From an optimization exercise on the open Yosys and OpenROAD flow, aimed at small area, a short achievable clock period and few clock cycles; shortcuts taken in it are not production practice.
No functional check of the RTL was part of any run shown here.
Power is estimated from default activity; no workload was simulated.

==> design/flow/design.v <==
module gift_shop_part1(
    input clk,
    input rst,
    input [31:0] data_in,
    input valid_in,
    output ready,
    output reg finished,
    output [63:0] result
);
    assign ready = !rst;
    reg [1:0]  wc;
    reg [31:0] ra, rb;
    reg eph, sph, m1, m2, m3, m4;
    reg [2:0]  kz;
    reg [17:0] zu;
    reg [16:0] zv;
    reg [15:0] th;
    reg [34:0] pp;
    reg [53:0] acc;
    reg [5:0]  rcnt;
    assign result = {10'd0, acc};
    function [16:0] nines;
        input [2:0] e;
        case (e)
            3'd1: nines = 17'd9;
            3'd2: nines = 17'd99;
            3'd3: nines = 17'd999;
            3'd4: nines = 17'd9999;
            3'd5: nines = 17'd99999;
            default: nines = 17'd0;
        endcase
    endfunction
    function [16:0] hfac;    
        input [2:0] e;
        case (e)
            3'd1: hfac = 17'd11;
            3'd2: hfac = 17'd101;
            3'd3: hfac = 17'd1001;
            3'd4: hfac = 17'd10001;
            default: hfac = 17'd100001;
        endcase
    endfunction
    function [6:0] m10; input [3:0] d;
        case (d) 4'd0: m10 = 0; 4'd1: m10 = 10; 4'd2: m10 = 20; 4'd3: m10 = 30; 4'd4: m10 = 40;
        4'd5: m10 = 50; 4'd6: m10 = 60; 4'd7: m10 = 70; 4'd8: m10 = 80; default: m10 = 90; endcase
    endfunction
    function [9:0] m100; input [3:0] d;
        case (d) 4'd0: m100 = 0; 4'd1: m100 = 100; 4'd2: m100 = 200; 4'd3: m100 = 300; 4'd4: m100 = 400;
        4'd5: m100 = 500; 4'd6: m100 = 600; 4'd7: m100 = 700; 4'd8: m100 = 800; default: m100 = 900; endcase
    endfunction
    function [13:0] m1000; input [3:0] d;
        case (d) 4'd0: m1000 = 0; 4'd1: m1000 = 1000; 4'd2: m1000 = 2000; 4'd3: m1000 = 3000; 4'd4: m1000 = 4000;
        4'd5: m1000 = 5000; 4'd6: m1000 = 6000; 4'd7: m1000 = 7000; 4'd8: m1000 = 8000; default: m1000 = 9000; endcase
    endfunction
    function [16:0] m10000; input [3:0] d;
        case (d) 4'd0: m10000 = 0; 4'd1: m10000 = 10000; 4'd2: m10000 = 20000; 4'd3: m10000 = 30000; 4'd4: m10000 = 40000;
        4'd5: m10000 = 50000; 4'd6: m10000 = 60000; 4'd7: m10000 = 70000; 4'd8: m10000 = 80000; default: m10000 = 90000; endcase
    endfunction
    wire [16:0] b_in = ra[16:0];
    wire [2:0]  k_in = ra[19:17];
    wire [39:0] un = eph ? {rb[7:0], ra} : {ra[31:24], rb[7:0], rb[31:8]};
    reg  [3:0]  nd;
    integer i;
    always @* begin
        nd = 4'd1;
        for (i = 1; i < 10; i = i + 1)
            if (un[4*i +: 4] != 4'd0) nd = i + 1;
    end
    wire [2:0] ku = eph ? nd[3:1] : k_in;
    reg  [19:0] hh, ll;
    always @* begin
        case (ku)
            3'd1: begin hh = {16'd0, un[7:4]};    ll = {16'd0, un[3:0]};  end
            3'd2: begin hh = {12'd0, un[15:8]};   ll = {12'd0, un[7:0]};  end
            3'd3: begin hh = {8'd0,  un[23:12]};  ll = {8'd0,  un[11:0]}; end
            3'd4: begin hh = {4'd0,  un[31:16]};  ll = {4'd0,  un[15:0]}; end
            3'd5: begin hh = un[39:20];           ll = un[19:0];          end
            default: begin hh = 20'd0; ll = 20'd0; end
        endcase
    end
    wire [20:0] cmp = {1'b0, ll} + {1'b0, ~hh} + {20'd0, eph};
    wire f = !cmp[20];
    wire [3:0] k2 = {k_in, 1'b0};
    wire use_alt = eph ? nd[0] : (nd != k2);
    wire zero_s = (k_in == 3'd0) || (nd > k2);
    wire [2:0] kalt = eph ? nd[3:1] : k_in - 3'd1;
    reg [19:0] hd;
    always @* begin
        case (kalt)
            3'd1: hd = 20'h00009;
            3'd2: hd = 20'h00099;
            3'd3: hd = 20'h00999;
            3'd4: hd = 20'h09999;
            3'd5: hd = 20'h99999;
            default: hd = 20'h00000;
        endcase
        if (!use_alt) hd = hh;
    end
    wire fx = f && !use_alt;
    wire [16:0] v0 = {13'd0, hd[3:0]};
    wire [16:0] v1 = {10'd0, m10(hd[7:4])};
    wire [16:0] v2 = {7'd0, m100(hd[11:8])};
    wire [16:0] v3 = {3'd0, m1000(hd[15:12])};
    wire [16:0] v4 = m10000(hd[19:16]);
    wire [16:0] xb = eph ? 17'h1ffff : b_in;
    wire [17:0] u_s = {1'b0, xb} + v0 + v1 + v2 + v3 + v4 + {17'd0, !fx};
    wire [16:0] v_s0 = b_in - (v0 + v1 + v2 + v3 + v4) + {16'd0, fx};
    wire [16:0] v_s = zero_s ? 17'd0 : v_s0;
    wire [16:0] ures = u_s[16:0];
    wire [16:0] mx = m1 ? zv : m2 ? pp[17:1] : {1'b0, th};
    wire [17:0] my = m1 ? zu : {1'b0, hfac(kz)};
    wire [34:0] pr = mx * my;
    always @(posedge clk) begin
        if (rst) begin
            wc <= 2'd0;
            eph <= 1'b0;
            sph <= 1'b0;
            m1 <= 1'b0;
            m2 <= 1'b0;
            m3 <= 1'b0;
            m4 <= 1'b0;
            acc <= 54'd0;
            rcnt <= 6'd0;
            finished <= 1'b0;
        end else begin
            eph <= valid_in && wc == 2'd1;
            sph <= valid_in && wc == 2'd2;
            m1 <= sph;
            m2 <= m1;
            m3 <= m2;
            m4 <= m3;
            if (valid_in) wc <= (wc == 2'd2) ? 2'd0 : wc + 2'd1;
            if ((m3 || m4) && !finished)
                acc <= acc + (m4 ? {2'b0, pp[34:0], 17'd0} : {19'd0, pp});
            if (m4) rcnt <= rcnt + 6'd1;
            if (m4 && rcnt == 6'd33) finished <= 1'b1;
        end
        if (valid_in && wc == 2'd0) ra <= data_in;
        if (valid_in && wc == 2'd1) rb <= data_in;
        if (valid_in && wc == 2'd2) begin
            rb[7:0] <= data_in[7:0];
            ra[31:24] <= data_in[15:8];
        end
        if (eph) ra[19:0] <= {nd[3:1], ures};
        if (sph) kz <= k_in;
        zu <= u_s;
        zv <= v_s;
        th <= pp[33:18];
        pp <= pr;
    end
endmodule
==> design/flow/run.sh <==
#!/bin/bash
# synth_recipe.tcl (not shown) runs the flow's synth.tcl, then flattens the netlist and writes it again
# the make line also repeats each setting of config.mk as NAME=value (left out here)
make -C /OpenROAD-flow-scripts/flow DESIGN_CONFIG=/design/flow/config.mk WORK_HOME=/design/flow/orfs CLKGATE_MAP_FILE= SYNTH_SCRIPT=/design/flow/synth_recipe.tcl finish
==> design/flow/config.mk <==
export PLATFORM = sky130hd
export DESIGN_NAME = gift_shop_part1
export DESIGN_NICKNAME = gift_shop_part1
export VERILOG_FILES = /design/flow/design.v
export SDC_FILE = /design/flow/constraint.sdc
export NUM_CORES = 4
export LEC_CHECK = 0
export CAP_MARGIN = 20
export CORE_MARGIN = 2
export CORE_UTILIZATION = 40
export PLACE_DENSITY = 0.6
export SETUP_SLACK_MARGIN = 5
export SLEW_MARGIN = 20
==> design/flow/constraint.sdc <==
create_clock -name core_clock -period 10.0 [get_ports {clk}]
set_input_delay 2.0000 -clock core_clock [delete_from_list [all_inputs] [get_ports {clk}]]
set_output_delay 2.0000 -clock core_clock [all_outputs]
set_load 0.01 [all_outputs]
==> flow_metrics.py, run 1 <==
metrics = {
    "status": {
        "status": "no timing/DRC/antenna violations",
    },
    "grt": {
        "antenna_found_initial": 2,
        "grt_util_all_layers_pct": 25.0,
        "grt_max_degree": 61,
        "grt_first_pass_wirelength_um": 135000,
        "grt_pass1_vias": 23606,
        "grt_overflow": 0,
    },
    "sta": {
        "skew_ps": 45.4,
        "rsz0062_at_grt": "yes",
        "fmax_mhz": 136,
        "post-route-period-util_pct": 73.3,
        "fin_crit_ps": 7330,
        "fin_hold_ws_ps": 376,
        "fin_setup_tns_ps": 0,
        "worst_pin_slew_ps": 1060,
        "hold_violations": 0,
        "setup_viol": 0,
        "slew_headroom_pct": 29.2,
        "slew_violations": 0,
    },
    "setup_path": {
        "slowest_stage": "or4_4",
        "crit_required_ps": 10430,
        "reg2reg_from": "rb[26]",
        "rrSetupSlack_ps": 2670,
        "crit_top_cell": "ha_4",
        "crit_type": "reg -> reg",
        "cp-start-kind": "register",
        "r2r-end": "zv[14]",
        "crit_path_max_incr_delay_ps": 600,
        "critPathLaunch": "rb[26]",
        "cp-end-kind": "register",
        "worstPathArrival_ps": 7770,
        "worst_r2r_path_depth": 32,
        "critPathMaxFanout": 4,
    },
    "place": {
        "gp_congestion": 0.924,
        "portBuffers": 90,
        "dp_hpwl_um": 65300,
        "post-place-cells": 3961,
    },
    "cells_and_area": {
        "final_cell_mix": "385 x inv_1, 372 x nand2_1, 270 x fa_1, 247 x ha_1, 187 x buf_4",
        "final_nets": 3971,
        "drive_above_1_share_pct": 22.4,
        "finalNonFillerCells": 4246,
        "final_common_cell": "inv_1",
        "area_growth_pct": 26.5,
    },
    "floorplanning": {
        "num_rows": 95,
        "fp.dieH_um": 264,
        "coreArea_sq_um": 66900,
        "io_pins": 101,
        "die_area_sq_um": 69400,
        "initial_utilization_pct": 40.3,
        "die_w_um": 264,
    },
    "logic_synthesis": {
        "ys_ff_latch": 222,
        "yosysSeqAreaShare_pct": 19.0,
        "synthCells": 3086,
        "syn_area_sq_um": 26900,
        "synth-edff-count": 67,
        "synthArstFlopShare_pct": 0,
        "synth_top_flop_cell": "dfxtp_1",
        "yosysTopAreaCellShare_pct": 21.8,
        "ys.warnings.count": 1,
        "syn_avg_cell_area_sq_um": 8.73,
        "synth_area_leader_cell": "fa_1",
        "synth.distinct_cells": 87,
        "synthTopCellsByArea": "fa_1 22%, ha_1 14%, dfxtp_1 12%",
    },
    "route": {
        "antenna_left": 0,
        "num_vias": 23360,
        "via_per_inst": 5.50,
        "drtPass1Iterations": 5,
        "wirelength_um": 87900,
        "drt-wirelength-per-cell_um": 20.7,
        "drc_errors": 0,
        "drtIter0Drc": 1985,
    },
    "cts": {
        "cts_sinks": 222,
        "cts_tree": "yes",
        "root_buffer": "clkbuf_16",
        "cts_max_level": 1,
        "cts_hold_buffers": 0,
        "cts_buffer_depth": 3,
        "clk_latency_ps": 580,
        "cts_buffers": 26,
        "path_clk_slew_ps": 60,
    },
    "pwr": {
        "leakage_uw": 0.0149,
        "ir_worst_vdd_v": 0.000282,
        "p_per_area_nw_per_um2": 200,
    },
    "worst_hold_path": {
        "min_path_type": "reg -> reg",
        "hp-start": "pp[21]",
        "hold_path_end": "th[3]",
        "hold-path-cell-count": 0,
    },
    "run": {
        "max_cap_viol_count": 0,
    },
}
[state kept, by name, indices dropped and copies added (netlist names)]
signal / flops
acc: 54
pp: 35
ra: 32
rb: 32
zu: 18
zv: 17
th: 16
rcnt: 6
kz: 3
wc: 2
eph: 1
finished: 1
m1: 1
m2: 1
m3: 1
m4: 1
sph: 1
[area by class of cell]
| class | count | area, sq um |
|---|---|---|
| Timing Repair Buffer | 352 | 3400 |
| Clock buffer | 31 | 692 |
| Clock inverter | 17 | 248 |
| Tap cell | 873 | 1090 |
| Inverter | 425 | 1620 |
| Antenna cell | 1 | 2.50 |
| Multi-Input combinational cell | 2325 | 21900 |
| Fill cell | 6130 | 32800 |
| Sequential cell | 222 | 5130 |
[metrics by stage]
| step | total power [uW] | setup slack [ps] | area, sq um | utilization [%] |
|---|---|---|---|---|
| floorplan | 3650 | 3180 | 28000 | - |
| global placement | 4500 | 2020 | 29400 | 44.0 |
| detailed placement | 4520 | 1900 | 29400 | 44.0 |
| CTS | 6200 | 2790 | 33100 | 49.5 |
| global route | 7270 | 2390 | 34100 | 50.9 |
| finish | 6800 | 2670 | 34100 | 50.9 |
[synthesized netlist by cell type (all sizes together), types with 17 or more instances]
library cell,n
a211oi,24
a21o,45
a21oi,196
a31oi,21
and2,51
and3,38
buf,34
clkbuf,93
dfxtp,155
edfxtp,67
fa,293
ha,291
inv,423
mux2,53
mux2i,56
nand2,412
nand2b,32
nand3,53
nand4,17
nor2,203
nor2b,47
nor3,44
nor4,17
o211ai,21
o21a,29
o21ai,89
or2,17
xnor2,66
xor2,39
[critical path: cells and delay by family (launching register included)]
kind / cells / cell delay (ps)
compound gates: 13 / 2540
xor+xnor: 1 / 140
fa+ha+maj: 7 / 2400
buf+inv: 6 / 580
flops: 1 / 430
simple gates: 5 / 1120
[power by group]
| part | internal [uW] | total (uW) | leakage [uW] | switching (uW) |
|---|---|---|---|---|
| clock network | 631 | 1050 | 0.000465 | 422 |
| registers | 1080 | 1270 | 0.00189 | 193 |
| logic | 2150 | 4480 | 0.0126 | 2330 |
| total | 3860 | 6800 | 0.0149 | 2950 |
[repair_timing]
| action | CTS | global route |
|---|---|---|
| endpoints found under the setup margin | 81 | 79 |
| pin swaps | 179 | 146 |
| cloned | 6 | 1 |
| buffers inserted | 161 | 68 |
| gates resized for setup | 266 | 107 |
[how the worst max path moves through the flow]
stage                     slack [ps]      to  cells after the start
final                           2670  zv[14]                     32
after global placement          2020  zv[16]                     29
after global routing            2390  zv[14]                     32
after CTS                       2790  ra[13]                     33
after floorplan                 3180  zv[16]                     31
after detailed placement        1900  ra[16]                     30
[per-layer routing]
metal | vias to the layer above | global-route usage (%) | part of all wire, %
met5 | - | 0 | 0.014
met4 | 2 | 10.6 | 4.9
met3 | 233 | 2.49 | 5.3
met2 | 799 | 43.3 | 48
met1 | 11484 | 31.9 | 41
li1 | 10842 | - | -
[cell families after synthesis]
kind of cell               synth area share, %
and+or+nand+nor                           16.8
adders and majority gates                 35.3
buffers and inverters                     7.94
AOI/OAI and AO/OA                         12.7
DFF                                       19.0
muxes                                     4.80
xor gates and xnor gates                  3.41
other                                   0.0139
==> run 2, diff against run 1 <==
--- a/design/flow/config.mk
+++ b/design/flow/config.mk
@@ -10,4 +10,3 @@
 export CORE_UTILIZATION = 40
 export PLACE_DENSITY = 0.6
-export SETUP_SLACK_MARGIN = 5
 export SLEW_MARGIN = 20
==> flow_metrics.py, run 2 <==
metrics = {
    "status": {
        "status": "no timing/DRC/antenna violations",
    },
    "worst_hold_path": {
        "min_path_type": "reg -> reg",
    },
    "setup_path": {
        "crit_family": "compound AO/OA/AOI/OAI gates",
        "reg2reg_from": "rb[21]",
        "critPathLaunch": "rb[21]",
        "worstPathArrival_ps": 9080,
        "cp-endpoint": "ra[14]",
        "cp-end-kind": "register",
        "crit_required_ps": 10320,
        "cp-start-kind": "register",
        "r2r-end": "ra[14]",
        "crit_buf_inv": 7,
        "crit_top_cell": "inv_1",
        "crit_path_max_incr_delay_ps": 590,
        "slowest_stage": "or4_1",
        "rrSetupSlack_ps": 1240,
        "crit_type": "reg -> reg",
        "cp.depth": 32,
        "critPathMaxFanout": 15,
        "worst_r2r_path_depth": 32,
    },
    "floorplanning": {
        "die_area_sq_um": 69400,
        "num_rows": 95,
        "fp.dieH_um": 264,
        "io_pins": 101,
        "coreArea_sq_um": 66900,
        "initial_utilization_pct": 40.3,
        "die_w_um": 264,
    },
    "grt": {
        "antenna_found_initial": 1,
        "grt_pass1_vias": 22063,
        "grt_max_degree": 73,
        "grt_util_all_layers_pct": 23.7,
        "grt_overflow": 0,
        "grt_first_pass_wirelength_um": 129000,
    },
    "cts": {
        "cts_hold_buffers": 0,
        "cts_max_level": 1,
        "cts_buffers": 25,
        "clk_latency_ps": 560,
        "path_clk_slew_ps": 70,
        "cts_buffer_depth": 3,
        "cts_sinks": 222,
        "postCtsSetupRepairBufs": 0,
        "cts_resized": 0,
        "cts_tree": "yes",
        "root_buffer": "clkbuf_16",
    },
    "place": {
        "dp_hpwl_um": 66100,
        "post-place-cells": 3974,
        "portBuffers": 90,
        "gp_congestion": 0.959,
    },
    "logic_synthesis": {
        "synth.distinct_cells": 87,
        "synth_top_flop_cell": "dfxtp_1",
        "yosysSeqAreaShare_pct": 19.0,
        "synth_top_family_by_area": "adder cells",
        "syn_area_sq_um": 26900,
        "ys_ff_latch": 222,
        "yosys-top-cells-count": "423 x inv_1, 411 x nand2_1, 293 x fa_1",
        "synth-compound-area-share_pct": 12.7,
        "synthCells": 3086,
        "ys.warnings.count": 1,
        "syn_avg_cell_area_sq_um": 8.73,
        "yosysTopAreaCellShare_pct": 21.8,
        "synth_area_leader_cell": "fa_1",
        "synth-xor-area-share_pct": 3.41,
        "synth-simple-area-share_pct": 16.8,
        "yosysMostFrequentCell": "inv_1",
        "synthTopCellsByArea": "fa_1 22%, ha_1 14%, dfxtp_1 12%",
        "synth-edff-count": 67,
        "synth-adder-area-share_pct": 35.3,
        "synthArstFlopShare_pct": 0,
        "synth_mux_area_share_pct": 4.80,
    },
    "route": {
        "wirelength_um": 81700,
        "via_per_inst": 5.46,
        "antenna_left": 0,
        "drtPass1Iterations": 6,
        "drt-wirelength-per-cell_um": 20.3,
        "num_vias": 21956,
        "drc_errors": 0,
        "drtIter0Drc": 1497,
    },
    "sta": {
        "fin_crit_ps": 8760,
        "fmax_mhz": 114,
        "slew_violations": 0,
        "hold_violations": 0,
        "fin_setup_tns_ps": 0,
        "setup_viol": 0,
        "rsz0062_at_grt": "no",
        "post-route-period-util_pct": 87.6,
        "slew_headroom_pct": 25.5,
        "fin_hold_ws_ps": 364,
        "worst_pin_slew_ps": 1120,
        "skew_ps": 16.8,
    },
    "pwr": {
        "ir_worst_vdd_v": 0.000250,
        "p_per_area_nw_per_um2": 174,
        "leakage_uw": 0.0132,
    },
    "cells_and_area": {
        "area_growth_pct": 9.96,
        "drive_above_1_share_pct": 6.20,
        "top_register": "acc",
        "final_cell_mix": "423 x inv_1, 411 x nand2_1, 293 x fa_1, 291 x ha_1, 199 x nor2_1",
        "utilization_pct": 44.3,
        "finalNonFillerCells": 4019,
        "antenna_cells": 0,
        "final_common_cell": "inv_1",
        "reg_top3": "acc (54), pp (35)",
        "multi_input_area_sq_um": 19700,
        "final_nets": 3747,
        "n_fill_cell": 6675,
        "register_area_sq_um": 5120,
        "largest_reg_flops": 54,
    },
    "run": {
        "max_cap_viol_count": 0,
    },
}
run 2: changes by cell type in the layout (fill, tap and decap cells not counted), sizes merged, moves of 2 or more:
cell / delta
bufinv: -3
bufbuf: -2
nor2: -2
buf: -216
run 2: per-layer routing:
layer  part of all wire [%]  GRT usage (%)
met4                    2.9           6.16
met1                     45           32.5
met3                    4.8           2.00
met2                     48           40.0
met5                      0              0
run 2: worst register-to-register path: cells and delay by family, from the launching register on:
family / cells / cell delay [ps]
multiplexers: 1 / 260
AO/OA/AOI/OAI: 12 / 2820
XOR/XNOR: 1 / 160
adder cells (fa/ha/maj): 6 / 2470
flip-flops: 1 / 460
buffers and inverters: 7 / 890
AND/OR/NAND/NOR: 5 / 1460
run 2: power by group:
group	internal (uW)	total (uW)	switching, uW
combinational	1190	2920	1730
clock	556	961	405
sequential	1080	1270	185
total	2830	5150	2320
run 2: final cells by class:
type | count | share of cell area [%]
Multi-Input combinational cell | 2321 | 66.6
Sequential cell | 222 | 17.3
Inverter | 425 | 5.39
Timing Repair Buffer | 133 | 4.11
Tap cell | 873 | 3.69
Clock buffer | 31 | 2.36
Clock inverter | 14 | 0.532
run 2: per-stage QoR:
| step | setup WS [ps] | cell area [sq um] | power, uW |
|---|---|---|---|
| 2_1_floorplan | 2290 | 27000 | 3330 |
| 6_report | 1240 | 29600 | 5150 |
| 3_3_place_gp | 1630 | 28800 | 4170 |
| 5_1_grt | 626 | 29600 | 5610 |
| 4_1_cts | 1390 | 29600 | 5160 |
| 3_5_place_dp | 1400 | 28800 | 4180 |
run 2: cell families after synthesis:
family                     Yosys count
and+or+nand+nor                    973
adders and majority gates          584
buffers and inverters              552
AOI/OAI and AO/OA                  534
DFF                                222
muxes                              115
xor gates and xnor gates           105
other                                1
run 2: worst min-delay path by stage:
stage                start  slack, ps  endpoint  cells past startpoint
global placement    pp[32]        360    th[14]                      0
finish              pp[32]        360    th[14]                      0
global route        pp[32]        380    th[14]                      0
detailed placement  pp[32]        360    th[14]                      0
floorplan           pp[18]        340     th[0]                      0
CTS                 pp[32]        370    th[14]                      0

separate check: timing with driven ports:
Ports are ideal in the flow. The routed layouts listed here were re-timed in OpenROAD. Step 1: set_driving_cell puts a clkbuf_16 on clk and a buf_2 on each other input, an assumption about the parent block. Step 2 adds t to the input delays and takes it off the output delays; t is the mean of the earliest and latest rising clock arrival at the registers after step 1. Input paths then give back, and output paths get back, about the clock's delay inside the block. Slacks: no drivers / after step 1 / after step 2; pairs: no drivers / after step 1.
run	shift t [ns]	setup slack, ns	worst setup path after step 2	cell pins on the clock port's net
run 1	0.623	2.666 / 2.666 / 2.666	register to register	1
run 2	0.601	1.239 / 1.239 / 1.239	register to register	1
After both steps every run listed still meets setup and hold.
